What follows belongs to an exercise in optimizing a design on an open flow for small area; a production flow would make more cautious choices.
Only simulation tests tie the RTL to the original design; equivalence was not proved.
Power and IR drop assume default switching activity.

==> flow/design.v <==
`timescale 1ns / 1ps
module ram_aoi222 (input a1, a2, b1, b2, c1, c2, output y);
assign y = ~((a1 & a2) | (b1 & b2) | (c1 & c2));
endmodule
module ram_rdbit (input [127:0] sel, input [127:0] d, output y);
wire [42:0] t;
genvar k;
generate
for (k = 0; k < 42; k = k + 1) begin : g
    ram_aoi222 u (.a1(sel[3*k]), .a2(d[3*k]), .b1(sel[3*k+1]), .b2(d[3*k+1]), .c1(sel[3*k+2]), .c2(d[3*k+2]), .y(t[k]));
end
endgenerate
assign t[42] = ~((sel[126] & d[126]) | (sel[127] & d[127]));
assign y = ~&t;
endmodule
module RAM (
    input clk,
    input rst,
    input rd,
    input wr,
    input is_bit_addr,
    input in_bit_data,
    input [7:0] in_data,
    input [7:0] addr,
    output reg out_bit_data,
    output reg [7:0] out_data
);
wire [6:0] baddr = is_bit_addr ? {3'b010, addr[6:3]} : addr[6:0];
wire wen = wr && !rd && !addr[7];
wire [15:0] hi = {16{rst}} | (16'd1 << baddr[6:3]);
wire [7:0] lo = {8{rst}} | (8'd1 << baddr[2:0]);
wire [127:0] sel;
wire [1023:0] q;
wire [7:0] rbyte;
wire [7:0] bsel = 8'd1 << addr[2:0];
wire [7:0] wbyte = is_bit_addr ? ((rbyte & ~bsel) | ({8{in_bit_data}} & bsel)) : in_data;
wire [7:0] d = rst ? 8'h04 : (wen ? wbyte : rbyte);
genvar g, b;
generate
for (g = 0; g < 128; g = g + 1) begin : word
    assign sel[g] = hi[g >> 3] & lo[g & 7];
    reg [7:0] r;
    always @(posedge clk) if (sel[g]) r <= d;
    assign q[g*8 +: 8] = r;
end
endgenerate
generate
for (b = 0; b < 8; b = b + 1) begin : rd_bit
    wire [127:0] col;
    for (g = 0; g < 128; g = g + 1) begin : c
        assign col[g] = q[g*8+b];
    end
    ram_rdbit u (.sel(sel), .d(col), .y(rbyte[b]));
end
endgenerate
always @(posedge clk) begin
    if (rst) begin
        out_data <= 8'h00;
        out_bit_data <= 1'b0;
    end
    else if (rd && !addr[7]) begin
        if (is_bit_addr) out_bit_data <= rbyte[addr[2:0]];
        else out_data <= rbyte;
    end
end
endmodule
module CONTROLLER(
input CONTROLLER_Reset,
input CONTROLLER_Clock,
output [11:0]rom_addr,
output rom_rd,
input [7:0]rom_data,
output [7:0]P0,
output [7:0]P1,
output [7:0]P2,
output [7:0]P3,
output [7:0]SP,
output [7:0]A,
output [15:0]PC,
output [7:0]PSW,
output [1:0]Current_Phase,
output [3:0]Current_State
);
localparam ES0=4'd0, ES1=4'd1, ES2=4'd2, ES3=4'd3, ES4=4'd4, ES5=4'd5, ES6=4'd6, ES7=4'd7,
           IES4=4'd8, IES6=4'd10, CJNE1=4'd15;
reg ph2;                  
reg [3:0] st;
reg [11:0] pc;
reg [7:0] acc, sp;
reg cy, ac;
reg p0, p1, p2, p3;
reg [7:0] opc;            
reg [11:0] pct;           
reg int_f;                
reg anu;                  
reg pcy;                  
reg rd_q, wr_q, isb_q, inb_q;
reg [7:0] ind_q, ad_q;
reg [11:0] ra_q;
reg rr_q;
reg [7:0] rom_q;
wire [7:0] od;
wire ob;
assign rom_addr = ra_q;
assign rom_rd = rr_q;
assign P0 = {8{p0}};
assign P1 = {8{p1}};
assign P2 = {8{p2}};
assign P3 = {8{p3}};
assign SP = sp;
assign A = acc;
assign PC = {4'h0, pc};
assign PSW = {cy, ac, 6'b000000};
assign Current_Phase = {ph2, 1'b0};
assign Current_State = st;
RAM CONTROLLER2 (
    .clk(CONTROLLER_Clock),
    .rst(CONTROLLER_Reset),
    .rd(rd_q),
    .wr(wr_q),
    .is_bit_addr(isb_q),
    .in_bit_data(inb_q),
    .in_data(ind_q),
    .addr(ad_q),
    .out_bit_data(ob),
    .out_data(od)
);
always @(posedge CONTROLLER_Clock) begin
    if (CONTROLLER_Reset) rom_q <= 8'h00;
    else if (rr_q) rom_q <= rom_data;
end
function c1;
input [7:0] o;
c1 = o == 8'h02 || o == 8'h12;
endfunction
function c2;
input [7:0] o;
c2 = o[3:0] == 4'h1;
endfunction
function c3;
input [7:0] o;
c3 = o == 8'h20 || o == 8'h10;
endfunction
function c4;
input [7:0] o;
c4 = o[3] && (o[7:4] == 4'h2 || o[7:4] == 4'h3 || o[7:4] == 4'h0 || o[7:4] == 4'h9 || o[7:4] == 4'h1 || o[7:4] == 4'hE);
endfunction
function c5;
input [7:0] o;
c5 = o == 8'h54 || o == 8'h24 || o == 8'h34 || o == 8'h94 || o == 8'h44 || o == 8'h64 || o == 8'h74;
endfunction
function c6;
input [7:0] o;
c6 = o[3:1] == 3'b011 && (o[7:4] == 4'h2 || o[7:4] == 4'h3 || o[7:4] == 4'hE || o[7:4] == 4'h0 || o[7:4] == 4'h9);
endfunction
function c7;
input [7:0] o;
c7 = o == 8'h25 || o == 8'h35 || o == 8'h55 || o == 8'h52 || o == 8'h95 || o == 8'h45 || o == 8'h42 || o == 8'h65 || o == 8'h62 || o == 8'hE5 || o == 8'hF5 || o == 8'hC0;
endfunction
function c8;
input [7:0] o;
c8 = o[7:3] == 5'b01111;
endfunction
function c9;
input [7:0] o;
c9 = o[7:3] == 5'b10101;
endfunction
function c10;
input [7:0] o;
c10 = o[7:3] == 5'b11111;
endfunction
function c11;
input [7:0] o;
c11 = o[7:3] == 5'b10001;
endfunction
function c12;
input [7:0] o;
c12 = o[3] && (o[7:4] == 4'h4 || o[7:4] == 4'h5 || o[7:4] == 4'h6 || o[7:4] == 4'hC);
endfunction
function c13;
input [7:0] o;
c13 = o[3:1] == 3'b011 && (o[7:4] == 4'h4 || o[7:4] == 4'h5 || o[7:4] == 4'h6);
endfunction
function c14;
input [7:0] o;
c14 = o == 8'h82 || o == 8'hB0 || o == 8'hC2 || o == 8'h72 || o == 8'hA0 || o == 8'hA2 || o == 8'h92;
endfunction
function c15;
input [7:0] o;
c15 = o == 8'hE4 || o == 8'hF4;
endfunction
function c16;
input [7:0] o;
c16 = o == 8'hC3 || o == 8'hB3;
endfunction
function c17;
input [7:0] o;
c17 = o == 8'h00;
endfunction
function c18;
input [7:0] o;
c18 = o[7:1] == 7'b1000011;
endfunction
function c19;
input [7:0] o;
c19 = o[7:1] == 7'b1010011;
endfunction
function c20;
input [7:0] o;
c20 = o[7:1] == 7'b1111011;
endfunction
function c21;
input [7:0] o;
c21 = o[7:3] == 5'b10111 || o[7:1] == 7'b1011011 || o[7:3] == 5'b11011 || o == 8'hB5 || o == 8'hB4 || o == 8'hD5;
endfunction
function c28;
input [7:0] o;
c28 = o == 8'h30 || o == 8'h40 || o == 8'h50 || o == 8'h70 || o == 8'h60 || o == 8'h80;
endfunction
function c34;
input [7:0] o;
c34 = o == 8'h23 || o == 8'h03 || o == 8'h33 || o == 8'h13;
endfunction
function c36;
input [7:0] o;
c36 = o == 8'h93;
endfunction
wire d1 = c1(rom_q);
wire d2 = c2(rom_q);
wire d3 = c3(rom_q);
wire d4 = c4(rom_q);
wire d5 = c5(rom_q);
wire d6 = c6(rom_q);
wire d7 = c7(rom_q);
wire d8 = c8(rom_q);
wire d9 = c9(rom_q);
wire d10 = c10(rom_q);
wire d11 = c11(rom_q);
wire d12 = c12(rom_q);
wire d13 = c13(rom_q);
wire d14 = c14(rom_q);
wire d15 = c15(rom_q);
wire d16 = c16(rom_q);
wire d17 = c17(rom_q);
wire d18 = c18(rom_q);
wire d19 = c19(rom_q);
wire d20 = c20(rom_q);
wire d21 = c21(rom_q);
wire d28 = c28(rom_q);
wire d34 = c34(rom_q);
wire d36 = c36(rom_q);
wire k1 = c1(opc);
wire k2 = c2(opc);
wire k3 = c3(opc);
wire k4 = c4(opc);
wire k5 = c5(opc);
wire k6 = c6(opc);
wire k7 = c7(opc);
wire k8 = c8(opc);
wire k9 = c9(opc);
wire k10 = c10(opc);
wire k11 = c11(opc);
wire k12 = c12(opc);
wire k13 = c13(opc);
wire k14 = c14(opc);
wire k15 = c15(opc);
wire k16 = c16(opc);
wire k17 = c17(opc);
wire k18 = c18(opc);
wire k19 = c19(opc);
wire k20 = c20(opc);
wire k21 = c21(opc);
wire k28 = c28(opc);
wire k34 = c34(opc);
wire k36 = c36(opc);
wire o_ann = (k3) || (k8) || (k9) || (k11) || (k18) || (k20);
wire o_rn = (k7) || (k9) || (k14) || (k19);
wire o_s3two = !((k4) || (k6) || (k12) || (k13));
wire o_call = (k1) || (k2);
wire o_danu = (opc == 8'h52) || (opc == 8'h42) || (opc == 8'hF5) || (opc == 8'h62);
wire o_push = (opc == 8'hC0);
wire o_dec_r = (opc[7:3] == 5'b00011);
wire o_adeinit = (opc == 8'hE5) || (opc[7:3] == 5'b11101);
reg [11:0] pc_off;
always @(*) begin
    case (st)
        ES0: pc_off = 12'd0;
        ES2: pc_off = 12'd1;
        ES3: pc_off = o_s3two ? 12'd2 : 12'd1;
        ES4: pc_off = 12'd2;
        default: pc_off = {{5{opc[7]}}, opc[6:0]};  
    endcase
end
wire [11:0] pc_sum = pc + pc_off;
wire s_es4 = (st == ES4);                  
wire s_cj = !s_es4 & k21;                  
wire s_pc2 = !s_es4 & o_ann;               
wire s_gen = !s_es4 & !k21 & !o_ann;       
wire e_add_od = (opc[7:3] == 5'b00101) | (opc[7:1] == 7'b0010011) | (opc == 8'h25) | (opc == 8'hE5) |
                (opc[7:3] == 5'b11101) | (opc[7:3] == 5'b00111) | (opc[7:1] == 7'b0011011) | (opc == 8'h35) |
                (opc[7:1] == 7'b0000011);
wire e_sub_od = (opc[7:3] == 5'b10011) | (opc[7:1] == 7'b1001011) | (opc == 8'h95);
wire e_or_od  = (opc[7:3] == 5'b01001) | (opc[7:1] == 7'b0100011) | (opc == 8'h45) | (opc == 8'h42);
wire e_and_od = (opc[7:3] == 5'b01011) | (opc[7:1] == 7'b0101011);
wire e_xor_od = (opc[7:3] == 5'b01101) | (opc[7:1] == 7'b0110011) | (opc == 8'h65) | (opc == 8'h62);
wire e_add_rom = (opc == 8'h24) | (opc == 8'h74) | (opc == 8'h34);
wire e_sub_rom = (opc == 8'h94);
wire e_and_rom = (opc == 8'h54);
wire e_or_rom  = (opc == 8'h44);
wire e_xor_rom = (opc == 8'h64) | (opc == 8'h52);
wire e_inc_r = (opc[7:3] == 5'b00001);
wire e_dec_r = (opc[7:3] == 5'b00011);
wire e_or_0 = (opc == 8'hF5);
wire e_f1 = (opc[7:3] == 5'b11001) | (opc[7:1] == 7'b1110011);    
wire e_f2 = (opc == 8'h55);                                       
wire j_x_od = (opc[7:3] == 5'b10111) | (opc[7:3] == 5'b11011) | (opc == 8'hD5);
wire j_y_1  = (opc[7:3] == 5'b11011) | (opc == 8'hD5);
wire j_y_od = (opc == 8'hB5);
wire x_od  = (s_gen & (e_add_od | e_sub_od | e_or_od | e_and_od | e_xor_od)) | (s_cj & j_x_od);
wire x_acc = s_cj & !j_x_od;
wire x_rom = s_gen & (e_add_rom | e_sub_rom | e_and_rom | e_or_rom | e_xor_rom);
wire x_sp  = s_gen & o_push;
wire x_pc  = s_es4;
wire x_1   = s_gen & (e_inc_r | e_dec_r | e_f1);
wire x_2   = (s_gen & e_f2) | s_pc2;
wire [7:0] ax = ({8{x_od}} & od) | ({8{x_acc}} & acc) | ({8{x_rom}} & rom_q) | ({8{x_sp}} & sp) |
                ({8{x_pc}} & pc[7:0]) | {6'b0, x_2, x_1};
wire g_y_od  = o_dec_r;
wire g_y_0   = !o_dec_r & o_adeinit;
wire g_y_1   = !o_dec_r & !o_adeinit & anu;
wire g_y_acc = !o_dec_r & !o_adeinit & !anu;
wire y_od  = (s_gen & g_y_od) | (s_cj & j_y_od);
wire y_acc = s_gen & g_y_acc;
wire y_pc  = s_pc2;
wire y_1   = (s_gen & g_y_1) | (s_cj & j_y_1) | (s_es4 & (opc == 8'h12));    
wire y_2   = s_es4;                                                       
wire [7:0] ay = ({8{y_od}} & od) | ({8{y_acc}} & acc) | ({8{y_pc}} & pc[7:0]) | {6'b0, y_2, y_1};
wire acin = s_cj ? pcy : (s_gen & !(e_f1 | e_f2) & cy);
wire op_add = s_gen & (e_add_od | e_add_rom | e_inc_r | o_push);
wire op_sub = s_cj | (s_gen & (e_sub_od | e_sub_rom | e_dec_r));
wire op_and = s_gen & (e_and_od | e_and_rom);
wire op_xor = s_gen & (e_xor_od | e_xor_rom);
wire op_or  = s_gen & (e_or_od | e_or_rom | e_or_0);
wire op_nf  = s_es4 | s_pc2 | (s_gen & (e_f1 | e_f2));
wire [2:0] aop = op_add ? 3'd1 : op_sub ? 3'd2 : op_and ? 3'd3 : op_xor ? 3'd4 : op_or ? 3'd5 : op_nf ? 3'd6 : 3'd0;
reg [7:0] dres;
reg dcy, dax;
wire a_sub = (aop == 3'd2);
wire [7:0] ty = a_sub ? ~ay : ay;
wire c0 = a_sub ? 1'b1 : acin;
wire [4:0] lo5 = ax[3:0] + ty[3:0] + c0;
wire [4:0] hi5 = ax[7:4] + ty[7:4] + lo5[4];
wire [7:0] sum = {hi5[3:0], lo5[3:0]};
always @(*) begin
    dres = 8'h00; dcy = 1'b0; dax = 1'b0;
    case (aop)
        3'd1: begin dres = sum; dcy = hi5[4]; dax = lo5[4]; end
        3'd6: dres = sum;
        3'd2: begin
            dres = sum - acin;
            dcy = hi5[4] & (ay != 8'h00);
            dax = lo5[4] & (ay[3:0] != 4'h0);
        end
        3'd3: dres = ax & ay;
        3'd4: dres = ax ^ ay;
        3'd5: dres = ax | ay;
        default: ;
    endcase
end
wire t_es0 = ph2 & (st == ES0);
wire t_es2 = ph2 & (st == ES2);
wire t_es3 = ph2 & (st == ES3);
wire t_ies4 = ph2 & (st == IES4);
wire t_es4 = ph2 & (st == ES4);
wire t_es5 = ph2 & (st == ES5);
wire t_es6 = ph2 & (st == ES6);
wire t_cj1 = ph2 & (st == CJNE1);
wire o_calls = (opc == 8'h12) | (k2 & opc[4]);       
wire o_inci = (opc[7:1] == 7'b0000011);
wire o_c0fam = (opc[7:3] == 5'b11000);
wire [7:0] sp1 = sp + 8'h01;
wire [7:0] opc3 = {5'b0, opc[2:0]};
wire [7:0] ad2 = d3 ? 8'h03 : (rom_q[3] ? {5'b0, rom_q[2:0]} : {7'b0, rom_q[0]});
wire e5a = t_es5 & anu;
wire e5n = t_es5 & !anu & o_ann;
wire e5d = t_es5 & !anu & !o_ann & o_danu;
wire e5r = t_es5 & !anu & !o_ann & !o_danu & !o_call;    
wire a_es2 = t_es2;
wire a_rom = (t_ies4 & o_rn) | e5d;
wire a_od = t_ies4 & !o_rn;
wire a_ind = t_es4 & k19;           
wire a_sp1 = t_es4 & o_calls;
wire a_dres = e5a & o_push;
wire a_opc = (e5a & !o_push & !o_inci) | e5n;
wire a_hold = !(a_es2 | a_rom | a_od | a_ind | a_sp1 | a_dres | a_opc);    
wire [7:0] ad_n = ({8{a_es2}} & ad2) | ({8{a_rom}} & rom_q) | ({8{a_od}} & od) | ({8{a_ind}} & ind_q) |
                  ({8{a_sp1}} & sp1) | ({8{a_dres}} & dres) | ({8{a_opc}} & opc3) | ({8{a_hold}} & ad_q);
wire i_acc = t_es2 | (t_ies4 & k20);
wire i_od = (t_ies4 & !k20) | (t_es4 & k19) | (e5a & o_c0fam) | (e5n & o_rn);
wire i_dres = (t_es4 & o_calls) | (e5a & !o_c0fam) | e5d;
wire i_rom = e5n & !o_rn;
wire i_hold = !(i_acc | i_od | i_dres | i_rom);
wire [7:0] ind_n = ({8{i_acc}} & acc) | ({8{i_od}} & od) | ({8{i_dres}} & dres) | ({8{i_rom}} & rom_q) |
                   ({8{i_hold}} & ind_q);
wire s_7 = !ph2 & (st == 4'd4);
wire s_sp1 = t_es4 & o_calls;
wire s_dres = e5a & o_push;
wire s_hold = !(s_7 | s_sp1 | s_dres);
wire [7:0] sp_n = {5'b0, {3{s_7}}} | ({8{s_sp1}} & sp1) | ({8{s_dres}} & dres) | ({8{s_hold}} & sp);
wire p_sum = t_es2 | t_es3 | t_cj1;
wire p_rom = t_es4 & o_call;
wire p_hold = !(p_sum | p_rom);
wire [11:0] pct_n = ({12{p_sum}} & pc_sum) | ({12{p_rom}} & {4'h0, rom_q}) | ({12{p_hold}} & pct);
wire c_pct = (t_es4 & k19) | (t_es6 & !o_call);
wire c_jmp = t_es6 & o_call;
wire c_hold = !(c_pct | c_jmp);
wire [11:0] pc_n = ({12{c_pct}} & pct) | ({12{c_jmp}} & {(k2 ? {pc[11], opc[7:5]} : rom_q[3:0]), pct[7:0]}) |
                   ({12{c_hold}} & pc);
wire r_sum = t_es0 | t_es2 | (t_es4 & k1);
wire [11:0] ra_n = r_sum ? pc_sum : ra_q;
wire e4_clr = (opc[7:3] == 5'b00101) | (opc[7:1] == 7'b0010011) | (opc == 8'h25) | (opc == 8'hE5) |
              (opc[7:3] == 5'b11101) | (opc == 8'h24) | (opc == 8'h74) |
              (opc[7:3] == 5'b00001) | (opc[7:3] == 5'b00011) | o_inci;    
wire e4_xch = (opc[7:3] == 5'b11001);
wire u_zero = t_es2 & d15;
wire u_od = t_es4 & e4_xch;
wire u_hold = !(u_zero | u_od | e5r);
wire [7:0] acc_n = ({8{u_od}} & od) | ({8{e5r}} & dres) | ({8{u_hold}} & acc);
reg cy4;         
always @(*) begin
    cy4 = cy;
    if (e4_clr) cy4 = 1'b0;
    else if (opc == 8'h82) cy4 = cy ^ ob;
    else if (opc == 8'h72) cy4 = cy | ob;
    else if (opc == 8'hA2) cy4 = ob;
    else if (opc == 8'hA0) cy4 = cy | ~ob;
    else if (opc == 8'hB0) cy4 = cy ^ ~ob;
end
wire cy_n = (t_es2 & d16) ? rom_q[5] : t_es4 ? cy4 : e5r ? dcy : cy;
wire ac_n = e5r ? dax : ac;
wire pcy_n = (t_es2 & (rom_q == 8'h33 || rom_q == 8'h13)) ? cy : t_es4 ? cy4 : pcy;
wire [7:0] opc_n = t_es2 ? rom_q : opc;
wire t_es1 = ph2 & (st == ES1);
wire t_ies6 = ph2 & (st == IES6);
wire t_es7 = ph2 & (st == ES7);
wire t_cs0 = !ph2;
wire i4_w = (opc == 8'hC2) | (opc == 8'h92) | k20;      
wire e4_bit = (opc == 8'h82) | (opc == 8'h72) | (opc == 8'hA2) | (opc == 8'hA0) | (opc == 8'hB0);
wire d_es3 = d3 | d4 | d12 | d5 | d8 | d9 | d6 | d13 | d20 | d7 | d14 | d11 | d18 | d19;
wire d_es6 = d10 | d15 | d16 | d17 | d34;
wire d_jmp = (rom_q == 8'h30 && !ob) || (rom_q == 8'h40 && cy) || (rom_q == 8'h50 && !cy) ||
             (rom_q == 8'h70 && acc != 8'h00) || (rom_q == 8'h60 && acc == 8'h00) || rom_q == 8'h80;
wire d_rd = d3 | d4 | d12 | d6 | d13 | d20 | d11 | d18 | d19;
wire d_rr = d1 | d2 | d3 | d5 | d8 | d9 | d7 | d14 | d11 | d18 | d19;
reg [3:0] st_n;
reg ph2_n;
always @(*) begin
    ph2_n = ph2;
    st_n = st;
    if (!ph2) begin
        if (st == 4'd5) begin st_n = ES0; ph2_n = 1'b1; end
        else st_n = st + 4'd1;
    end
    else case (st)
        ES0: st_n = ES1;
        ES1: st_n = ES2;
        ES2: st_n = (d1 | d2) ? IES6 : d_es3 ? ES3 : d_es6 ? ES6 : d21 ? ES5 : d28 ? (d_jmp ? CJNE1 : ES6) :
                    d36 ? ES2 : ES0;
        ES3: st_n = int_f ? IES4 : o_ann ? (o_rn ? IES4 : ES5) : ES4;
        IES4: st_n = i4_w ? ES6 : IES6;
        IES6: st_n = o_ann ? ES5 : ES4;
        ES4: st_n = k19 ? ES7 : e4_bit ? ES6 : ES5;
        ES5, CJNE1: st_n = ES6;
        ES6: st_n = ES7;
        ES7: st_n = ES0;
        default: ;
    endcase
end
wire rd_set = (t_es2 & d_rd) | (t_ies4 & !i4_w);
wire rd_clr = (t_ies4 & i4_w) | (t_es4 & !(o_call | k19)) | e5n | t_es7;
wire rd_n = rd_set | (rd_q & !rd_clr);
wire wr_set = (t_es2 & d10) | (t_ies4 & i4_w) | (t_es4 & (k19 | o_calls)) | e5a | e5n | e5d;
wire wr_n = wr_set | (wr_q & !t_es7);
wire isb_n = (t_es2 & d3) | (t_ies4 & k14) | (isb_q & !t_es7);
wire inb_n = (t_ies4 & ((opc == 8'hC2) | (opc == 8'h92))) ? ((opc == 8'h92) & cy) : inb_q;
wire rr_set = t_es0 | t_es1 | (t_es2 & d_rr) | (t_es4 & k1);
wire rr_clr = (t_es2 & !d_rr) | (t_es4 & !k1 & !k19) | e5n | t_es7;
wire rr_n = rr_set | (rr_q & !rr_clr);
wire int_n = (t_es2 & (d6 | d13 | d20 | d7 | d14 | d18 | d19)) |
             (int_f & !(t_es2 & (d4 | d12 | d5 | d8 | d9 | d11)));
wire e4_anu1 = o_push | (opc[7:3] == 5'b00001) | (opc[7:3] == 5'b00011) | o_inci | e4_xch;
wire e4_anuk = k19 | k1 | k2 | e4_bit | (opc == 8'h55) | (opc[7:1] == 7'b1110011);
wire anu_n = t_es4 ? (e4_anu1 | (e4_anuk & anu)) : anu;
wire p0_n = p0 | (t_cs0 & (st == 4'd0));
wire p1_n = p1 | (t_cs0 & (st == 4'd1));
wire p2_n = p2 | (t_cs0 & (st == 4'd2));
wire p3_n = p3 | (t_cs0 & (st == 4'd3));
always @(posedge CONTROLLER_Clock) begin
    if (CONTROLLER_Reset) begin
        ph2 <= 1'b0; st <= 4'd0; pc <= 12'h000; acc <= 8'h00; sp <= 8'h00; cy <= 1'b0; ac <= 1'b0;
        p0 <= 1'b0; p1 <= 1'b0; p2 <= 1'b0; p3 <= 1'b0;
        opc <= 8'h00; pct <= 12'h000; int_f <= 1'b0; anu <= 1'b0; pcy <= 1'b0;
        rd_q <= 1'b0; wr_q <= 1'b0; isb_q <= 1'b0; inb_q <= 1'b0; ind_q <= 8'h00; ad_q <= 8'h00;
        ra_q <= 12'h000; rr_q <= 1'b0;
    end
    else begin
        ph2 <= ph2_n; st <= st_n; pc <= pc_n; acc <= acc_n; sp <= sp_n; cy <= cy_n; ac <= ac_n;
        p0 <= p0_n; p1 <= p1_n; p2 <= p2_n; p3 <= p3_n;
        opc <= opc_n; pct <= pct_n; int_f <= int_n; anu <= anu_n; pcy <= pcy_n;
        rd_q <= rd_n; wr_q <= wr_n; isb_q <= isb_n; inb_q <= inb_n; ind_q <= ind_n; ad_q <= ad_n;
        ra_q <= ra_n; rr_q <= rr_n;
    end
end
endmodule
==> flow/flow/run.sh <==
#!/bin/bash
# The standard layout flow (standard.sh, unchanged synthesis), with two settings changed:
#  - the port buffers that global placement inserts are sky130_fd_sc_hd__buf_1
#    (every input and output port still gets its own buffer);
#  - clock tree synthesis clusters at most 10 sinks within 40 um per clkbuf_4 leaf
#    buffer, and inserts no dummy loads.
set -o pipefail
export BUFFER_PORTS_ARGS="-buffer_cell sky130_fd_sc_hd__buf_1"
export CTS_ARGS="-sink_clustering_enable -repair_clock_nets -sink_clustering_size 10 -sink_clustering_max_diameter 40 -buf_list sky130_fd_sc_hd__clkbuf_4 -dont_use_dummy_load"
bash standard.sh > standard_flow.log 2>&1
status=$?
tail -20 standard_flow.log
exit $status
==> flow/standard.sh <==
#!/bin/bash
# synth_recipe.tcl (not shown) runs the flow's synth.tcl, then flattens the netlist and writes it again
# the make line also repeats each setting of config.mk as NAME=value (left out here)
make -C /OpenROAD-flow-scripts/flow DESIGN_CONFIG=/design/flow/config.mk WORK_HOME=/design/flow/orfs CLKGATE_MAP_FILE= SYNTH_SCRIPT=/design/flow/synth_recipe.tcl "${@:-finish}"
==> flow/config.mk <==
export PLATFORM = sky130hd
export DESIGN_NAME = CONTROLLER
export DESIGN_NICKNAME = CONTROLLER
export VERILOG_FILES = /design/flow/design.v
export SDC_FILE = /design/flow/constraint.sdc
export NUM_CORES = 4
export LEC_CHECK = 0
export CAP_MARGIN = 20
export CORE_MARGIN = 2
export CORE_UTILIZATION = 60
export PLACE_DENSITY = 0.7
export SLEW_MARGIN = 20
export SYNTH_HIERARCHICAL = 1
==> flow/constraint.sdc <==
create_clock -name core_clock -period 20.0 [get_ports {CONTROLLER_Clock}]
set_input_delay 4.0000 -clock core_clock [delete_from_list [all_inputs] [get_ports {CONTROLLER_Clock}]]
set_output_delay 4.0000 -clock core_clock [all_outputs]
set_load 0.01 [all_outputs]
==> Flow_metrics.wiki, run 1 <==
{| class="wikitable"
! Metric !! Value
|-
| Count of buffers added by post-CTS timing repair for setup || 0
|-
| Initial antenna violation count || 2
|-
| Synth Flop Type || edfxtp_1
|-
| PortBufs || between 80 and 90
|-
| Fraction of synthesized cell area taken by the top area cell type || between 60% and 70%
|-
| Final total negative setup slack || 0 ns
|-
| Highest achievable clock rate || approximately 120 MHz
|-
| Largest driver fanout on the critical path || between 60 and 70
|-
| Number of placement rows || 101
|-
| Largest clock skew in the final design || around 0.13 ns
|-
| Via count of the first global-routing pass || between 20000 and 30000
|-
| Clock transition at the register clock pins on the worst setup and hold paths after CTS || 0.08 ns
|-
| Global-route wire length before repair || 176 mm
|-
| Inserted Clock Buffers || 150
|-
| Pre-CTS setup slack || roughly 11 ns
|-
| Setup slack of the critical path after layout || around 11 ns
|-
| Layout Nets || around 3300
|-
| Library cell with the highest instance count after synthesis || edfxtp_1
|-
| Drc violations || 0
|-
| Setup crit end kind || register
|-
| Unique masters post-synth || 96
|-
| Post-synthesis cell count || ~3000
|-
| Fraction of the cycle the final worst path needs || 43.1%
|-
| Final Hold Viols || 0
|-
| H-Tree Depth || 4
|-
| Dominant cell type by area after synthesis || edfxtp_1
|-
| Data required, critical path || between 20 and 25 ns
|-
| Minimum clock period after layout || around 8.6 ns
|-
| Cell internal power dissipation || approximately 0.0031 W
|-
| Power density over the cells || approximately 82 nW/um^2
|-
| GRT overflow || 0
|-
| Layout fillers || 5449
|-
| Standby leakage power || between 15 and 20 nW
|-
| Worst slew slack as a fraction of its limit || approximately a fifth
|-
| Worst setup path class || in2reg
|-
| Max VDD drop || between 70 and 80 uV
|-
| DP HPWL || 73.6 mm
|-
| Net Sw Power || 0.000908 W
|-
| Unrepaired setup endpoints after global routing || no
|-
| Average footprint of a synthesized cell || about 15 um^2
|-
| WL/cell || 27.2 um
|-
| Logic gate share of total power || 6.6%
|-
| Iteration-0 DRC count of the detailed router || 4748
|-
| Clock tree buffer depth || 3
|-
| Clk pwr share || 25.9%
|-
| Height of the die || about 280 um
|-
| Final design area excluding fillers || roughly 50000 um^2
|-
| Growth of design area from synthesis to finish || 7.10%
|-
| Starting density of the core || between 60 and 70%
|-
| Final setup vio count || 0
|-
| Detailed-router iteration count before antenna repair || 9
|-
| Outcome || timing/DRC/antenna clean
|-
| Switching fraction of total power || between 20% and 30%
|-
| Via total after detailed routing || ~30000
|-
| CTS Root Buffer Type || clkbuf_4
|-
| Hold Path Class || reg2reg
|-
| Number of flops mapped to enable cells by yosys || around 1000
|-
| Kind of start point of the critical path || input pin
|-
| Number of buffers inserted by hold repair at cts || 0
|-
| Number of storage elements in the synthesis netlist || about 1100
|-
| Largest net degree at the start of global routing || between 100 and 150
|-
| Clock sink total || 1136
|-
| Number of maximum-capacitance violations || 0
|-
| Tightest hold margin || approximately 0.44 ns
|-
| Full die area || slightly below 80000 um^2
|-
| Final wirelength || 116 mm
|-
| Largest cells by area after synthesis || edfxtp_1 (67%), a222oi_1 (7.8%), dfxtp_1 (4.9%), nor2_1 (2.2%), nand2_1 (1.5%)
|-
| Measured slew at the worst slew-check pin || ~1.2 ns
|-
| Count of final max-slew check failures || 0
|-
| Overall track demand over capacity in global routing || 29.5%
|-
| Cell area after placement || approximately 48000 um^2
|-
| Register area share after synthesis || between 70% and 80%
|-
| Post-synthesis instance area || 45700 um^2
|-
| Core region area || about 76000 um^2
|-
| Clk Latency, worst-skew pair || about 1.0 ns
|-
| Data arrival time of the critical path || roughly 9 ns
|-
| Avg Vias per Cell || 7.10
|-
| Post-route ant nets || 0
|-
| Share of flip-flops with an asynchronous set or reset || 0%
|-
| Yosys warns || 8
|-
| Number of primary I/O pins || 101
|-
| Placer Congestion || 0.921
|-
| Die outline width || between 200 and 300 um
|-
| Cts repair resizes || 0
|-
| CTS tree || yes
|-
| Sequential share of power || 67.5%
|-
| Share of post-route cells with drive strength above 1 || 11.8%
|-
| Top cells by instance count after synthesis || edfxtp_1 (1024), a222oi_1 (358), nor2_1 (273)
|}
[critical path, cell delays in order]
cell      delay [ns]
clkbuf_4        0.54
a31oi_1         0.91
nor2_1          0.31
buf_4           0.28
a222oi_1        0.53
nand4_1         0.26
nor4_1          0.97
nand4_1         0.46
o22ai_1         0.40
nor2_4          0.05
buf_4           0.38
[through the flow]
step | util, % | total power [W] | std cells
after floorplan | - | 0.00292 | 3038
after global placement | 62.9 | 0.00301 | 4097
after detailed placement | 63.0 | 0.00303 | 4100
after CTS | 64.5 | 0.00403 | 4250
after global routing | 64.6 | 0.00415 | 4256
final | 64.6 | 0.00401 | 4257
[modules after synthesis, one instance, submodules excluded]
module,copies in the design,cell area [um^2],flops+latches
CONTROLLER,1,9080,103
ram_rdbit,8,97.6,0
ram_aoi222,336,10.0,0
RAM,1,32500,1033
[power groups by stage]
| stage | Clock (W) | Combinational, W | Sequential, W |
|---|---|---|---|
| detailed placement | 0 | 0.000264 | 0.00276 |
| CTS | 0.00106 | 0.000264 | 0.00271 |
| global placement | 0 | 0.000255 | 0.00276 |
| finish | 0.00104 | 0.000265 | 0.00271 |
| global route | 0.00115 | 0.000285 | 0.00272 |
| floorplan | 0 | 0.000161 | 0.00276 |
[cell usage in the layout (no fill, tap or decap), drive strengths merged, types with 11 or more instances in the layout]
master / count
a211oi: 15
a21oi: 135
a221oi: 28
a222oi: 358
a22oi: 23
a31oi: 28
and2: 14
and3: 15
buf: 246
clkbuf: 151
conb: 11
dfxtp: 112
edfxtp: 1024
ha: 38
inv: 29
mux2i: 25
nand2: 187
nand2b: 19
nand3: 35
nand3b: 12
nand4: 101
nor2: 273
nor2b: 33
nor3: 43
nor4: 27
o211ai: 14
o21ai: 56
o22ai: 16
xnor2: 27
[cell families after synthesis]
| kind of cell | synth area share (%) |
|---|---|
| xor gates and xnor gates | 0.652 |
| adders and majority gates | 1.26 |
| AOI/OAI and AO/OA | 14.3 |
| and+or+nand+nor | 8.69 |
| muxes | 0.696 |
| buffers and inverters | 2.20 |
| other | 0.00821 |
| DFF | 72.2 |
[routing by layer]
| metal | vias to the layer above | global-route usage [%] | wire [um] |
|---|---|---|---|
| met3 | 311 | 5.20 | 10400 |
| met1 | 15013 | 41.1 | 46000 |
| li1 | 13179 | - | - |
| met5 | - | 0 | 0 |
| met2 | 1708 | 46.6 | 55000 |
| met4 | 0 | 12.0 | 4520 |
[sequential cells by signal (all words and copies together), names as in the netlist, 4 cells and up]
name,count
opc,8
pc,12
sp,8
acc,8
ind_q,8
CONTROLLER2.word.r,1024
pct,12
ad_q,8
ra_q,12
CONTROLLER2.out_data,8
st,4
rom_q,8
[final cells by class]
class,instances,area [um^2],area share [%]
diodes,4,10.0,0.0205
clock buffers,150,1130,2.30
inverters,32,120,0.245
multi-input cells,1710,11900,24.3
flip-flops and latches,1136,33000,67.4
well taps,978,1220,2.50
repair buffers,247,1560,3.20
[final timing paths]
path	start	end	slack (ns)	cells after the start
setup / recovery	CONTROLLER_Reset	CONTROLLER2.word[93].r[5]$_DFFE_PP_	11.38	11
hold reg to reg	pct[2]$_SDFF_PP0_	pc[2]$_SDFF_PP0_	0.44	2
hold / removal	pct[2]$_SDFF_PP0_	pc[2]$_SDFF_PP0_	0.44	2
setup reg to reg	opc[1]$_SDFFE_PP0P_	sp[7]$_SDFF_PP0_	12.59	21
==> run 2: changes to the inputs <==
--- a/flow/design.v
+++ b/flow/design.v
@@ -14,4 +14,7 @@
 assign y = ~&t;
 endmodule
+module ram_nor2 (input a, b, output y);
+assign y = ~(a | b);
+endmodule
 module RAM (
     input clk,
@@ -28,7 +31,7 @@
 wire [6:0] baddr = is_bit_addr ? {3'b010, addr[6:3]} : addr[6:0];
 wire wen = wr && !rd && !addr[7];
-wire [15:0] hi = {16{rst}} | (16'd1 << baddr[6:3]);
-wire [7:0] lo = {8{rst}} | (8'd1 << baddr[2:0]);
-wire [127:0] sel;
+wire [15:0] hin = ~({16{rst}} | (16'd1 << baddr[6:3]));
+wire [7:0] lon = ~({8{rst}} | (8'd1 << baddr[2:0]));
+wire [127:0] sel, rsel;
 wire [1023:0] q;
 wire [7:0] rbyte;
@@ -39,5 +42,6 @@
 generate
 for (g = 0; g < 128; g = g + 1) begin : word
-    assign sel[g] = hi[g >> 3] & lo[g & 7];
+    ram_nor2 uw (.a(hin[g >> 3]), .b(lon[g & 7]), .y(sel[g]));
+    ram_nor2 ur (.a(hin[g >> 3]), .b(lon[g & 7]), .y(rsel[g]));
     reg [7:0] r;
     always @(posedge clk) if (sel[g]) r <= d;
@@ -51,5 +55,5 @@
         assign col[g] = q[g*8+b];
     end
-    ram_rdbit u (.sel(sel), .d(col), .y(rbyte[b]));
+    ram_rdbit u (.sel(rsel), .d(col), .y(rbyte[b]));
 end
 endgenerate
--- a/flow/config.mk
+++ b/flow/config.mk
@@ -8,6 +8,6 @@
 export CAP_MARGIN = 20
 export CORE_MARGIN = 2
-export CORE_UTILIZATION = 60
-export PLACE_DENSITY = 0.7
+export CORE_UTILIZATION = 70
+export PLACE_DENSITY = 0.8
 export SLEW_MARGIN = 20
 export SYNTH_HIERARCHICAL = 1
==> run 2 against run 1 <==
- via count rose by 3.9%
- setup slack got worse by 0.79 ns
- worst hold slack got worse by 0.045 ns
- global-route usage rose by 6.1 points
- flip-flop and latch count did not move
- synthesized cell count rose by 2.9%
- combinational power fell by 6%
- first-iteration DRC count rose by 34%
- clock skew rose by 0.049 ns
- final area fell by 1.2%
- critical path depth rose by 3
- largest cell class unchanged
==> Flow_metrics.wiki, run 2 <==
{| class="wikitable"
! Metric !! Value
|-
| Outcome || timing/DRC/antenna clean
|-
| Avg Vias per Cell || between 7 and 8
|-
| Global-route wire length before repair || around 180 mm
|-
| Final wirelength || 120 mm
|-
| Register name with the most flops || CONTROLLER2.word.r
|-
| CTS tree || yes
|-
| Average footprint of a synthesized cell || 14.7 um^2
|-
| Worst setup path class || in2reg
|-
| Initial antenna violation count || 3
|-
| Overall track demand over capacity in global routing || 35.6%
|-
| Max VDD drop || roughly 80 uV
|-
| Hold path startpoint || pct[5]$_SDFF_PP0_
|-
| Via count of the first global-routing pass || 29425
|-
| Setup crit end kind || register
|-
| Data arrival time of the critical path || a little under 10 ns
|-
| Largest register FFs || approximately 1000
|-
| Fraction of the cycle the final worst path needs || between 40% and 50%
|-
| CTS Root Buffer Type || clkbuf_4
|-
| Number of primary I/O pins || 101
|-
| Highest achievable clock rate || about 110 MHz
|-
| Number of maximum-capacitance violations || 0
|-
| Final Hold Viols || 0
|-
| Full die area || a little under 70000 um^2
|-
| Number of storage elements in the synthesis netlist || ~1100
|-
| CP Launch Point || CONTROLLER_Reset
|-
| Largest clock skew in the final design || between 0.15 and 0.2 ns
|-
| Growth of design area from synthesis to finish || 5.19%
|-
| Reg-to-reg startpoint || opc[3]$_SDFFE_PP0P_
|-
| Share of post-route cells with drive strength above 1 || around 8.3%
|-
| Largest driver fanout on the critical path || 92
|-
| Leading cell type in the layout, fill and taps excluded || edfxtp_1
|-
| Compound-Gate Fraction of Synth Area || roughly 14%
|-
| Largest cells by area after synthesis || edfxtp_1 (67%), a222oi_1 (7.9%), dfxtp_1 (4.9%), nor2_1 (3.1%), nand2_1 (1.5%)
|-
| Worst slew slack as a fraction of its limit || ~20%
|-
| Standby leakage power || 15.2 nW
|-
| Clock sink total || ~1100
|-
| Number of flops mapped to enable cells by yosys || between 1000 and 1500
|-
| Minimum clock period after layout || 9.41 ns
|-
| Yosys warns || 8
|-
| Final total negative setup slack || 0 ns
|-
| Post-route ant nets || 0
|-
| Largest net degree at the start of global routing || 96
|-
| GRT overflow || 0
|-
| DP HPWL || just under 80 mm
|-
| Post-synthesis cell count || approximately 3100
|-
| Height of the die || between 200 and 300 um
|-
| Layout Nets || between 3000 and 4000
|-
| Share of the synthesized netlist area taken by xor and xnor gates || less than 1%
|-
| Starting density of the core || slightly above 70%
|-
| Via total after detailed routing || 31381
|-
| PortBufs || 89
|-
| Hold Path Class || reg2reg
|-
| Kind of start point of the critical path || input pin
|-
| WL/cell || slightly below 30 um
|-
| Number of placement rows || 93
|-
| Synth Flop Type || edfxtp_1
|-
| Final setup vio count || 0
|-
| Count of buffers added by post-CTS timing repair for setup || 0
|-
| Post-synthesis instance area || between 40000 and 50000 um^2
|-
| Number of buffers inserted by hold repair at cts || 0
|-
| Arithmetic-cell share of the synthesized area counting full adders, half adders and majority gates || under 10%
|-
| Clock tree buffer depth || 3
|-
| Clk Latency, worst-skew pair || between 1 and 1.5 ns
|-
| H-Tree Depth || 4
|-
| Library cell with the highest instance count after synthesis || edfxtp_1
|-
| Core region area || between 60000 and 70000 um^2
|-
| Die outline width || ~260 um
|-
| Data required, critical path || 20.52 ns
|-
| Register area share after synthesis || just over 70%
|-
| Iteration-0 DRC count of the detailed router || ~6400
|-
| Unrepaired setup endpoints after global routing || no
|-
| Power density over the cells || approximately 82 nW/um^2
|-
| Cts repair resizes || 0
|-
| Main combinational cell family by area after synthesis || compound AO/OA/AOI/OAI gates
|-
| Cell count after placement || about 4000
|-
| Share of synthesized cell area in and, or, nand and nor gates || a little under a tenth
|-
| Final cell count without fillers || just over 4000
|-
| Placer Congestion || about 0.97
|-
| Detailed-router iteration count before antenna repair || 14
|-
| Proportion of synthesized area in mux cells || less than 1%
|-
| Measured slew at the worst slew-check pin || about 1.2 ns
|-
| Share of flip-flops with an asynchronous set or reset || 0%
|-
| Clock transition at the register clock pins on the worst setup and hold paths after CTS || 0.10 ns
|-
| Top cells by instance count after synthesis || edfxtp_1 (1024), nor2_1 (375), a222oi_1 (361)
|-
| Unique masters post-synth || between 100 and 150
|-
| Inserted Clock Buffers || 141
|-
| Count of final max-slew check failures || 0
|-
| Drc violations || 0
|-
| Dominant cell type by area after synthesis || edfxtp_1
|-
| Highest-count cells in the layout ignoring fill and taps || edfxtp_1 (1024), nor2_1 (375), a222oi_1 (361), nand2_1 (179), clkbuf_4 (142)
|-
| Fraction of synthesized cell area taken by the top area cell type || 66.9%
|}
-- run 2: cell count changes in the layout (fill, tap and decap cells not counted), sizes merged, moves of 9 or more --
| cell | change |
|---|---|
| o21ai | +19 |
| buf | -95 |
| inv | +14 |
| clkbuf | -9 |
| nor2 | +102 |
| nand3 | -13 |
-- run 2: layer usage --
layer,share of wire (%),routed length [um],track usage (%),vias to the layer above
met5,0,0,0,-
met4,4.7,5660,16.0,0
met3,12,14200,6.24,385
met2,47,56000,54.4,2464
met1,37,44500,50.9,15250
li1,-,-,-,13282
-- run 2: final timing paths --
kind	to	slack, ns	cells after the start
max	CONTROLLER2.word[126].r[6]$_DFFE_PP_	10.59	14
min	pc[5]$_SDFF_PP0_	0.40	2
max reg2reg	sp[7]$_SDFF_PP0_	12.14	22
min reg2reg	pc[5]$_SDFF_PP0_	0.40	2
-- run 2: critical path: stages --
cell and delay, ns:
clkbuf_4 0.36, buf_4 0.43, buf_4 0.41, a21oi_4 0.73
buf_4 0.41, nor2_1 0.20, a222oi_1 0.51, nand4_1 0.31
nor4_1 1.01, nand4_1 0.32, o21ai_0 0.25, a21oi_4 0.08
buf_4 0.31, buf_4 0.48
-- run 2: cells by family after synthesis --
family	Yosys count
AOI/OAI and AO/OA	794
xor gates and xnor gates	30
adders and majority gates	43
buffers and inverters	195
DFF	1136
muxes	28
other	1
and+or+nand+nor	890
-- run 2: cell type report --
type                            count  area [um^2]
Tap cell                          855         1070
Sequential cell                  1136        33000
Inverter                           44          165
Multi-Input combinational cell   1796        12200
Antenna cell                        1         2.50
Clock buffer                      141         1060
Fill cell                        3977        16300
Timing Repair Buffer              152          815
-- run 2: per-module statistics from Yosys, one instance, submodules excluded --
module / cell area, um^2 / flops+latches / cells inside
ram_nor2: 3.75 / 0 / 1
RAM: 31800 / 1033 / 1181
ram_rdbit: 97.6 / 0 / 16
ram_aoi222: 10.0 / 0 / 1
CONTROLLER: 9040 / 103 / 1216
-- run 2: power by group --
group / internal [W] / switching (W) / total, W
clock network: 0.000325 / 0.000686 / 0.00101
logic: 0.0000595 / 0.000190 / 0.000250
registers: 0.00268 / 0.0000291 / 0.00271
total: 0.00307 / 0.000906 / 0.00397
-- run 2: stage by stage --
stage / hold WS (ns) / utilization (%) / setup slack [ns] / total power (W) / area (um^2)
after detailed placement: 0.452 / 73.1 / 9.83 / 0.00301 / 47300
after CTS: 0.397 / 74.7 / 10.87 / 0.00398 / 48300
final: 0.399 / 74.7 / 10.59 / 0.00397 / 48300
after global routing: 0.446 / 74.7 / 10.44 / 0.00408 / 48300
after global placement: 0.441 / 73.1 / 10.01 / 0.00300 / 47300
after floorplan: 0.436 / - / 9.86 / 0.00291 / 46000
==> run 3: changes to the inputs <==
--- a/flow/design.v
+++ b/flow/design.v
@@ -93,5 +93,4 @@
 reg [7:0] acc, sp;
 reg cy, ac;
-reg p0, p1, p2, p3;
 reg [7:0] opc;            
 reg [11:0] pct;           
@@ -108,4 +107,8 @@
 assign rom_addr = ra_q;
 assign rom_rd = rr_q;
+wire p0 = ph2 | (st != 4'd0);
+wire p1 = ph2 | (st >= 4'd2);
+wire p2 = ph2 | (st >= 4'd3);
+wire p3 = ph2 | (st >= 4'd4);
 assign P0 = {8{p0}};
 assign P1 = {8{p1}};
@@ -496,12 +499,7 @@
 wire e4_anuk = k19 | k1 | k2 | e4_bit | (opc == 8'h55) | (opc[7:1] == 7'b1110011);
 wire anu_n = t_es4 ? (e4_anu1 | (e4_anuk & anu)) : anu;
-wire p0_n = p0 | (t_cs0 & (st == 4'd0));
-wire p1_n = p1 | (t_cs0 & (st == 4'd1));
-wire p2_n = p2 | (t_cs0 & (st == 4'd2));
-wire p3_n = p3 | (t_cs0 & (st == 4'd3));
 always @(posedge CONTROLLER_Clock) begin
     if (CONTROLLER_Reset) begin
         ph2 <= 1'b0; st <= 4'd0; pc <= 12'h000; acc <= 8'h00; sp <= 8'h00; cy <= 1'b0; ac <= 1'b0;
-        p0 <= 1'b0; p1 <= 1'b0; p2 <= 1'b0; p3 <= 1'b0;
         opc <= 8'h00; pct <= 12'h000; int_f <= 1'b0; anu <= 1'b0; pcy <= 1'b0;
         rd_q <= 1'b0; wr_q <= 1'b0; isb_q <= 1'b0; inb_q <= 1'b0; ind_q <= 8'h00; ad_q <= 8'h00;
@@ -510,5 +508,4 @@
     else begin
         ph2 <= ph2_n; st <= st_n; pc <= pc_n; acc <= acc_n; sp <= sp_n; cy <= cy_n; ac <= ac_n;
-        p0 <= p0_n; p1 <= p1_n; p2 <= p2_n; p3 <= p3_n;
         opc <= opc_n; pct <= pct_n; int_f <= int_n; anu <= anu_n; pcy <= pcy_n;
         rd_q <= rd_n; wr_q <= wr_n; isb_q <= isb_n; inb_q <= inb_n; ind_q <= ind_n; ad_q <= ad_n;
==> run 3 against run 2 <==
- critical path type unchanged
- wire length fell by 0.21%
- sequential power barely moved
- setup slack better by 0.57 ns
- core utilization down 0.064 points
- combinational power is 8.4% higher
==> Flow_metrics.wiki, run 3 <==
{| class="wikitable"
! Metric !! Value
|-
| Outcome || timing/DRC/antenna clean
|-
| Inserted Clock Buffers || between 100 and 150
|-
| Data required, critical path || slightly above 20 ns
|-
| WL/cell || ~29 um
|-
| DP HPWL || approximately 80 mm
|-
| Buffer and inverter count on the worst path || 4
|-
| Area of all sequential standard cells || 32900 um^2
|-
| Starting density of the core || between 70 and 80%
|-
| Number of primary I/O pins || between 100 and 150
|-
| Synth Flop Type || edfxtp_1
|-
| Data arrival time of the critical path || 9.42 ns
|-
| Number of storage elements in the synthesis netlist || between 1000 and 1500
|-
| H-Tree Depth || 4
|-
| Highest achievable clock rate || around 110 MHz
|-
| Number of buffers inserted by hold repair at cts || 0
|-
| Reg2reg setup slack || approximately 14 ns
|-
| Reg-to-reg startpoint || opc[1]$_SDFFE_PP0P_
|-
| Number of flops mapped to enable cells by yosys || between 1000 and 1500
|-
| Largest driver fanout on the critical path || 83
|-
| Minimum clock period after layout || 8.84 ns
|-
| GRT overflow || 0
|-
| Highest-count cells in the layout ignoring fill and taps || edfxtp_1 (1024), nor2_1 (389), a222oi_1 (350), nand2_1 (190), clkbuf_4 (145)
|-
| Post-synthesis cell count || a little over 3000
|-
| Unique masters post-synth || 96
|-
| Core region area || 64500 um^2
|-
| Via total after detailed routing || roughly 31000
|-
| Drc violations || 0
|-
| Worst slew slack as a fraction of its limit || 24.8%
|-
| CP top delay family || compound AO/OA/AOI/OAI gates
|-
| Post-route ant nets || 0
|-
| Post-synthesis instance area || 45700 um^2
|-
| Die outline width || roughly 260 um
|-
| Clock tree buffer depth || 3
|-
| Final setup vio count || 0
|-
| Largest cells by area after synthesis || edfxtp_1 (67%), a222oi_1 (7.7%), dfxtp_1 (4.7%), nor2_1 (3.2%), a21oi_1 (1.6%)
|-
| Cells along the critical path || clkbuf_4 > buf_4 > a21oi_4 > buf_4 > nor2_1 > a222oi_1 > nand4_1 > nor4_1 > nand4_1 > mux2i_1 > a21oi_1 > a211o_4 > buf_4
|-
| Avg Vias per Cell || 7.53
|-
| Dominant cell type by area after synthesis || edfxtp_1
|-
| Number of placement rows || just over 90
|-
| Placer Congestion || between 1 and 1.5
|-
| Measured slew at the worst slew-check pin || approximately 1.1 ns
|-
| Hold Path Class || reg2reg
|-
| Detailed-router iteration count before antenna repair || 14
|-
| Count of buffers added by post-CTS timing repair for setup || 0
|-
| Hold path depth || 2
|-
| Largest register FFs || 1024
|-
| Max incr delay on CP || 0.81 ns
|-
| Final wirelength || around 120 mm
|-
| Library cell with the highest instance count after synthesis || edfxtp_1
|-
| Power density over the cells || between 80 and 90 nW/um^2
|-
| Iteration-0 DRC count of the detailed router || 6223
|-
| Final Hold Viols || 0
|-
| Height of the die || around 260 um
|-
| Fraction of the cycle the final worst path needs || between 40% and 50%
|-
| Clock transition at the register clock pins on the worst setup and hold paths after CTS || 0.10 ns
|-
| Hold Crit Endpoint || pc[3]$_SDFF_PP0_
|-
| Standby leakage power || 15.0 nW
|-
| Unrepaired setup endpoints after global routing || no
|-
| Yosys warns || 8
|-
| Number of cells on the worst reg-to-reg path || 18
|-
| Clk Latency, worst-skew pair || approximately 1.1 ns
|-
| Largest clock skew in the final design || 0.143 ns
|-
| Total area of multi-input combinational cells || between 10000 and 15000 um^2
|-
| Global-route wire length before repair || about 180 mm
|-
| Layout Nets || between 3000 and 4000
|-
| Critical Path Most Common Cell || buf_4
|-
| Leading cell type in the layout, fill and taps excluded || edfxtp_1
|-
| PortBufs || just under 90
|-
| CTS tree || yes
|-
| Via count of the first global-routing pass || ~30000
|-
| Clock sink total || 1132
|-
| Top cells by instance count after synthesis || edfxtp_1 (1024), nor2_1 (389), a222oi_1 (350)
|-
| Kind of start point of the critical path || input pin
|-
| Fraction of synthesized cell area taken by the top area cell type || 67.3%
|-
| Hold path startpoint || pct[3]$_SDFF_PP0_
|-
| Full die area || 67300 um^2
|-
| Share of post-route cells with drive strength above 1 || under 10%
|-
| Growth of design area from synthesis to finish || 5.32%
|-
| Setup crit end kind || register
|-
| CTS Root Buffer Type || clkbuf_4
|-
| Final total negative setup slack || 0 ns
|-
| Share of flip-flops with an asynchronous set or reset || 0%
|-
| CP Launch Point || CONTROLLER_Reset
|-
| Master of the slowest instance on the critical path || nor4_1
|-
| Count of final max-slew check failures || 0
|-
| Critical R2R Capture || ad_q[6]$_SDFF_PP0_
|-
| Cts repair resizes || 0
|-
| Layout fillers || between 4000 and 5000
|-
| Initial antenna violation count || 1
|-
| Largest net degree at the start of global routing || roughly 110
|-
| Overall track demand over capacity in global routing || 35.9%
|-
| Max VDD drop || roughly 70 uV
|-
| Worst setup path class || in2reg
|-
| Number of maximum-capacitance violations || 0
|-
| Total design power || around 0.0040 W
|-
| Register name with the most flops || CONTROLLER2.word.r
|-
| Average footprint of a synthesized cell || 14.8 um^2
|-
| Register area share after synthesis || around 72%
|}
## run 3: layer usage
metal,part of all wire [%],GRT usage [%],routed length (um)
met3,12,7.87,14900
met5,0,0,0
met1,35,48.5,42200
met2,47,56.3,56700
met4,5.2,17.4,6230
## run 3: final cells by class
type / count / area share [%]
well taps: 855 / 2.22
clock buffers: 144 / 2.25
diodes: 1 / 0.00520
repair buffers: 153 / 1.71
inverters: 36 / 0.281
flip-flops and latches: 1132 / 68.4
multi-input cells: 1789 / 25.2
## run 3: cells by family (layout without fill, tap and decap cells)
kind of cell             after synthesis  in the layout  synth area share [%]
buffers and inverters                181            333                  1.97
multiplexers                          29             29                 0.673
XOR/XNOR                              31             31                 0.594
AND/OR/NAND/NOR                      894            894                  9.28
adder cells (fa/ha/maj)               43             43                  1.26
flip-flops                          1132           1132                  72.0
other                                  1             12               0.00821
AO/OA/AOI/OAI                        781            781                  14.2
## run 3: worst max-delay path by stage
stage	depth (start not counted)	endpoint	slack (ns)
final	13	CONTROLLER2.word[46].r[2]$_DFFE_PP_	11.16
after global routing	13	CONTROLLER2.word[41].r[2]$_DFFE_PP_	11.05
after CTS	13	CONTROLLER2.word[41].r[2]$_DFFE_PP_	11.39
after global placement	13	CONTROLLER2.word[27].r[2]$_DFFE_PP_	10.40
after detailed placement	13	CONTROLLER2.word[27].r[2]$_DFFE_PP_	10.33
after floorplan	10	CONTROLLER2.word[0].r[3]$_DFFE_PP_	9.86
## run 3: modules after synthesis, one instance, submodules excluded
module / flip-flops and latches / copies in the design / cells inside / cell area (um^2)
CONTROLLER: 99 / 1 / 1191 / 8780
RAM: 1033 / 1 / 1181 / 31800
ram_aoi222: 0 / 336 / 1 / 10.0
ram_nor2: 0 / 256 / 1 / 3.75
ram_rdbit: 0 / 8 / 16 / 97.6
## run 3: metrics by stage
stage	std cells	utilization, %	setup WS, ns	instance area (um^2)	hold slack (ns)
floorplan	3102	-	9.86	45700	0.436
global placement	3965	73.0	10.40	47000	0.440
detailed placement	3965	73.0	10.33	47000	0.450
CTS	4109	74.7	11.39	48100	0.454
global route	4110	74.7	11.05	48100	0.477
finish	4110	74.7	11.16	48100	0.461
## run 3: power by group
group	switching, W	internal, W
Clock	0.000697	0.000331
Sequential	0.0000293	0.00268
Combinational	0.000205	0.0000658
Total	0.000931	0.00307
## run 3: tightest hold or removal path, cell delays in order (launching register included)
cell	delay, ns
dfxtp_1	0.32
nand2_1	0.05
a21oi_1	0.05
==> run 4: changes to the inputs <==
--- a/flow/design.v
+++ b/flow/design.v
@@ -233,28 +233,4 @@
 c36 = o == 8'h93;
 endfunction
-wire d1 = c1(rom_q);
-wire d2 = c2(rom_q);
-wire d3 = c3(rom_q);
-wire d4 = c4(rom_q);
-wire d5 = c5(rom_q);
-wire d6 = c6(rom_q);
-wire d7 = c7(rom_q);
-wire d8 = c8(rom_q);
-wire d9 = c9(rom_q);
-wire d10 = c10(rom_q);
-wire d11 = c11(rom_q);
-wire d12 = c12(rom_q);
-wire d13 = c13(rom_q);
-wire d14 = c14(rom_q);
-wire d15 = c15(rom_q);
-wire d16 = c16(rom_q);
-wire d17 = c17(rom_q);
-wire d18 = c18(rom_q);
-wire d19 = c19(rom_q);
-wire d20 = c20(rom_q);
-wire d21 = c21(rom_q);
-wire d28 = c28(rom_q);
-wire d34 = c34(rom_q);
-wire d36 = c36(rom_q);
 wire k1 = c1(opc);
 wire k2 = c2(opc);
@@ -388,5 +364,5 @@
 wire [7:0] sp1 = sp + 8'h01;
 wire [7:0] opc3 = {5'b0, opc[2:0]};
-wire [7:0] ad2 = d3 ? 8'h03 : (rom_q[3] ? {5'b0, rom_q[2:0]} : {7'b0, rom_q[0]});
+wire [7:0] ad2 = k3 ? 8'h03 : (opc[3] ? {5'b0, opc[2:0]} : {7'b0, opc[0]});
 wire e5a = t_es5 & anu;
 wire e5n = t_es5 & !anu & o_ann;
@@ -430,5 +406,5 @@
               (opc[7:3] == 5'b00001) | (opc[7:3] == 5'b00011) | o_inci;    
 wire e4_xch = (opc[7:3] == 5'b11001);
-wire u_zero = t_es2 & d15;
+wire u_zero = t_es2 & k15;
 wire u_od = t_es4 & e4_xch;
 wire u_hold = !(u_zero | u_od | e5r);
@@ -444,9 +420,9 @@
     else if (opc == 8'hB0) cy4 = cy ^ ~ob;
 end
-wire cy_n = (t_es2 & d16) ? rom_q[5] : t_es4 ? cy4 : e5r ? dcy : cy;
+wire cy_n = (t_es2 & k16) ? opc[5] : t_es4 ? cy4 : e5r ? dcy : cy;
 wire ac_n = e5r ? dax : ac;
-wire pcy_n = (t_es2 & (rom_q == 8'h33 || rom_q == 8'h13)) ? cy : t_es4 ? cy4 : pcy;
-wire [7:0] opc_n = t_es2 ? rom_q : opc;
+wire pcy_n = (t_es2 & (opc == 8'h33 || opc == 8'h13)) ? cy : t_es4 ? cy4 : pcy;
 wire t_es1 = ph2 & (st == ES1);
+wire [7:0] opc_n = t_es1 ? rom_data : opc;
 wire t_ies6 = ph2 & (st == IES6);
 wire t_es7 = ph2 & (st == ES7);
@@ -454,10 +430,10 @@
 wire i4_w = (opc == 8'hC2) | (opc == 8'h92) | k20;      
 wire e4_bit = (opc == 8'h82) | (opc == 8'h72) | (opc == 8'hA2) | (opc == 8'hA0) | (opc == 8'hB0);
-wire d_es3 = d3 | d4 | d12 | d5 | d8 | d9 | d6 | d13 | d20 | d7 | d14 | d11 | d18 | d19;
-wire d_es6 = d10 | d15 | d16 | d17 | d34;
-wire d_jmp = (rom_q == 8'h30 && !ob) || (rom_q == 8'h40 && cy) || (rom_q == 8'h50 && !cy) ||
-             (rom_q == 8'h70 && acc != 8'h00) || (rom_q == 8'h60 && acc == 8'h00) || rom_q == 8'h80;
-wire d_rd = d3 | d4 | d12 | d6 | d13 | d20 | d11 | d18 | d19;
-wire d_rr = d1 | d2 | d3 | d5 | d8 | d9 | d7 | d14 | d11 | d18 | d19;
+wire d_es3 = k3 | k4 | k12 | k5 | k8 | k9 | k6 | k13 | k20 | k7 | k14 | k11 | k18 | k19;
+wire d_es6 = k10 | k15 | k16 | k17 | k34;
+wire d_jmp = (opc == 8'h30 && !ob) || (opc == 8'h40 && cy) || (opc == 8'h50 && !cy) ||
+             (opc == 8'h70 && acc != 8'h00) || (opc == 8'h60 && acc == 8'h00) || opc == 8'h80;
+wire d_rd = k3 | k4 | k12 | k6 | k13 | k20 | k11 | k18 | k19;
+wire d_rr = k1 | k2 | k3 | k5 | k8 | k9 | k7 | k14 | k11 | k18 | k19;
 reg [3:0] st_n;
 reg ph2_n;
@@ -472,6 +448,6 @@
         ES0: st_n = ES1;
         ES1: st_n = ES2;
-        ES2: st_n = (d1 | d2) ? IES6 : d_es3 ? ES3 : d_es6 ? ES6 : d21 ? ES5 : d28 ? (d_jmp ? CJNE1 : ES6) :
-                    d36 ? ES2 : ES0;
+        ES2: st_n = (k1 | k2) ? IES6 : d_es3 ? ES3 : d_es6 ? ES6 : k21 ? ES5 : k28 ? (d_jmp ? CJNE1 : ES6) :
+                    k36 ? ES2 : ES0;
         ES3: st_n = int_f ? IES4 : o_ann ? (o_rn ? IES4 : ES5) : ES4;
         IES4: st_n = i4_w ? ES6 : IES6;
@@ -487,13 +463,13 @@
 wire rd_clr = (t_ies4 & i4_w) | (t_es4 & !(o_call | k19)) | e5n | t_es7;
 wire rd_n = rd_set | (rd_q & !rd_clr);
-wire wr_set = (t_es2 & d10) | (t_ies4 & i4_w) | (t_es4 & (k19 | o_calls)) | e5a | e5n | e5d;
+wire wr_set = (t_es2 & k10) | (t_ies4 & i4_w) | (t_es4 & (k19 | o_calls)) | e5a | e5n | e5d;
 wire wr_n = wr_set | (wr_q & !t_es7);
-wire isb_n = (t_es2 & d3) | (t_ies4 & k14) | (isb_q & !t_es7);
+wire isb_n = (t_es2 & k3) | (t_ies4 & k14) | (isb_q & !t_es7);
 wire inb_n = (t_ies4 & ((opc == 8'hC2) | (opc == 8'h92))) ? ((opc == 8'h92) & cy) : inb_q;
 wire rr_set = t_es0 | t_es1 | (t_es2 & d_rr) | (t_es4 & k1);
 wire rr_clr = (t_es2 & !d_rr) | (t_es4 & !k1 & !k19) | e5n | t_es7;
 wire rr_n = rr_set | (rr_q & !rr_clr);
-wire int_n = (t_es2 & (d6 | d13 | d20 | d7 | d14 | d18 | d19)) |
-             (int_f & !(t_es2 & (d4 | d12 | d5 | d8 | d9 | d11)));
+wire int_n = (t_es2 & (k6 | k13 | k20 | k7 | k14 | k18 | k19)) |
+             (int_f & !(t_es2 & (k4 | k12 | k5 | k8 | k9 | k11)));
 wire e4_anu1 = o_push | (opc[7:3] == 5'b00001) | (opc[7:3] == 5'b00011) | o_inci | e4_xch;
 wire e4_anuk = k19 | k1 | k2 | e4_bit | (opc == 8'h55) | (opc[7:1] == 7'b1110011);
==> run 4 against run 3 <==
- count of clock-buffer cells in the layout grew 1
- worst hold slack lost 0.0025 ns
- sequential share of layout area grew 0.17 points
- wire length is essentially flat
- clock power is essentially flat
- area after synthesis shrank 0.28%
- final area shrank 0.24%
- maximum frequency shrank 1.4%
- critical path type unchanged
- largest power group unchanged
- highest routed layer unchanged
==> Flow_metrics.wiki, run 4 <==
{| class="wikitable"
! Metric !! Value
|-
| Outcome || timing/DRC/antenna clean
|-
| Initial antenna violation count || 1
|-
| Number of flops mapped to enable cells by yosys || just over 1000
|-
| Final setup vio count || 0
|-
| Hold path startpoint || pct[0]$_SDFF_PP0_
|-
| Cts repair resizes || 0
|-
| Final Hold Viols || 0
|-
| Number of primary I/O pins || between 100 and 150
|-
| Core region area || roughly 64000 um^2
|-
| Clock tree buffer depth || 3
|-
| Cell count after placement || around 3900
|-
| Overall track demand over capacity in global routing || between 30 and 40%
|-
| Largest net degree at the start of global routing || around 110
|-
| Final wirelength || about 120 mm
|-
| GRT overflow || 0
|-
| Growth of design area from synthesis to finish || 5.35%
|-
| Count of buffers added by post-CTS timing repair for setup || 0
|-
| Data arrival time of the critical path || ~9.6 ns
|-
| Hold Path Class || reg2reg
|-
| Number of placement rows || just over 90
|-
| Cells along the critical path || clkbuf_4 > buf_4 > a21oi_4 > buf_4 > nor2_1 > a222oi_1 > nand4_1 > nor4_1 > nand4_1 > o21ai_0 > a21oi_4 > buf_4 > buf_4
|-
| Via total after detailed routing || about 31000
|-
| CTS Root Buffer Type || clkbuf_4
|-
| Reg2reg setup slack || roughly 13 ns
|-
| Master of the slowest instance on the critical path || nor4_1
|-
| Yosys warns || 8
|-
| Largest clock skew in the final design || roughly 0.16 ns
|-
| Unique masters post-synth || about 100
|-
| Register area share after synthesis || between 70 and 80%
|-
| Inserted Clock Buffers || 145
|-
| Setup crit end kind || register
|-
| Final cell count without fillers || 4044
|-
| Iteration-0 DRC count of the detailed router || between 6000 and 7000
|-
| Critical Path Most Common Cell || buf_4
|-
| Library cell with the highest instance count after synthesis || edfxtp_1
|-
| Full die area || approximately 67000 um^2
|-
| Kind of start point of the critical path || input pin
|-
| Clock transition at the register clock pins on the worst setup and hold paths after CTS || 0.09 ns
|-
| Post-route ant nets || 0
|-
| Share of flip-flops with an asynchronous set or reset || 0%
|-
| Reg-to-reg startpoint || opc[3]$_SDFFE_PP0P_
|-
| Met2 global-route usage || between 50% and 60%
|-
| Max VDD drop || approximately 77 uV
|-
| Measured slew at the worst slew-check pin || 1.09 ns
|-
| Average footprint of a synthesized cell || roughly 15 um^2
|-
| Starting density of the core || a little over two thirds
|-
| Number of buffers inserted by hold repair at cts || 0
|-
| CP Launch Point || CONTROLLER_Reset
|-
| Number of storage elements in the synthesis netlist || between 1000 and 1500
|}
[run 4: cell count changes after synthesis, sizes merged, moves of 9 or more]
cell and delta:
mux2i +22, a221o -14, o21ai +9, a221oi -12, a21oi -35, a222oi +13
buf +13, nand2 -53, clkbuf -22
[run 4: logic make-up after synthesis]
kind of cell	Yosys count	share of synthesized area [%]
AO/OA/AOI/OAI	741	13.7
XOR/XNOR	35	0.689
adder cells (fa/ha/maj)	43	1.26
buffers and inverters	169	2.00
flip-flops	1132	72.2
multiplexers	50	1.13
other	1	0.00823
AND/OR/NAND/NOR	851	9.01
[run 4: worst paths after layout]
check / endpoint / cells past startpoint
min reg2reg: pc[0]$_SDFF_PP0_ / 2
max reg2reg: acc[7]$_SDFF_PP0_ / 22
min: pc[0]$_SDFF_PP0_ / 2
max: CONTROLLER2.word[75].r[7]$_DFFE_PP_ / 13
[run 4: metal layers]
| metal | routed length, um | vias to the layer above |
|---|---|---|
| li1 | - | 12955 |
| met1 | 43400 | 14904 |
| met2 | 55900 | 2407 |
| met3 | 15800 | 353 |
| met4 | 5030 | 0 |
| met5 | 0 | - |
[run 4: power breakdown]
group	switching, W	internal, W
sequential	0.0000325	0.00268
clock	0.000688	0.000334
combinational	0.000223	0.0000718
[run 4: per-module statistics from Yosys, one instance, submodules excluded]
module,cells,copies in the design,flip-flops and latches
CONTROLLER,1121,1,99
RAM,1181,1,1033
ram_aoi222,1,336,0
ram_nor2,1,256,0
ram_rdbit,16,8,0
[run 4: area by class of cell]
| type | instances | area (um^2) | area share, % |
|---|---|---|---|
| Antenna cell | 1 | 2.50 | 0.00521 |
| Multi-Input combinational cell | 1731 | 12000 | 25.0 |
| Timing Repair Buffer | 147 | 837 | 1.74 |
| Clock buffer | 145 | 1090 | 2.27 |
| Sequential cell | 1132 | 32900 | 68.5 |
| Tap cell | 855 | 1070 | 2.23 |
| Inverter | 33 | 124 | 0.258 |
[run 4: critical path, delay by kind of cell]
family | cells | cell delay (ns)
buffers and inverters | 5 | 2.12
AND/OR/NAND/NOR | 4 | 1.94
AO/OA/AOI/OAI | 4 | 1.43
[run 4: metrics by stage]
step | setup WS, ns | hold slack, ns | cell area [um^2] | util, % | power (W)
2_1_floorplan | 9.86 | 0.436 | 45600 | - | 0.00294
6_report | 11.04 | 0.459 | 48000 | 74.5 | 0.00403
5_1_grt | 10.94 | 0.488 | 48000 | 74.5 | 0.00414
3_5_place_dp | 10.16 | 0.450 | 46900 | 72.7 | 0.00305
4_1_cts | 11.24 | 0.460 | 47900 | 74.4 | 0.00402
3_3_place_gp | 10.44 | 0.441 | 46800 | 72.6 | 0.00303

## afterwards: timing with drivers on the ports
No port has a modelled driver above. Below, the same layouts with a new extraction and two added sets of constraints.
Step 1, drivers: a clkbuf_16 drives CONTROLLER_Clock and a buf_2 each remaining input, both assumed.
Step 2 moves the port delays by t, midway between the first and last clock arrival at a register: inputs arrive t later, outputs are due t later. That takes back most of the time a late clock gives input paths.
Slacks: ideal ports / drivers / drivers and shift; pairs: ideal ports / drivers.
| run | t, ns | setup slack, ns | pins driven straight from the clock port |
|---|---|---|---|
| run 1 | 1.040 | 11.380 / 11.373 / 10.334 | 1 |
| run 2 | 1.012 | 10.592 / 10.630 / 9.618 | 1 |
| run 3 | 1.050 | 11.162 / 11.196 / 10.146 | 1 |
| run 4 | 1.035 | 11.040 / 11.073 / 10.038 | 1 |
After both steps every run listed still meets setup and hold. For run 1, which loses most, drivers alone change the setup slack by -0.007 ns; drivers and shift together by -1.046 ns.
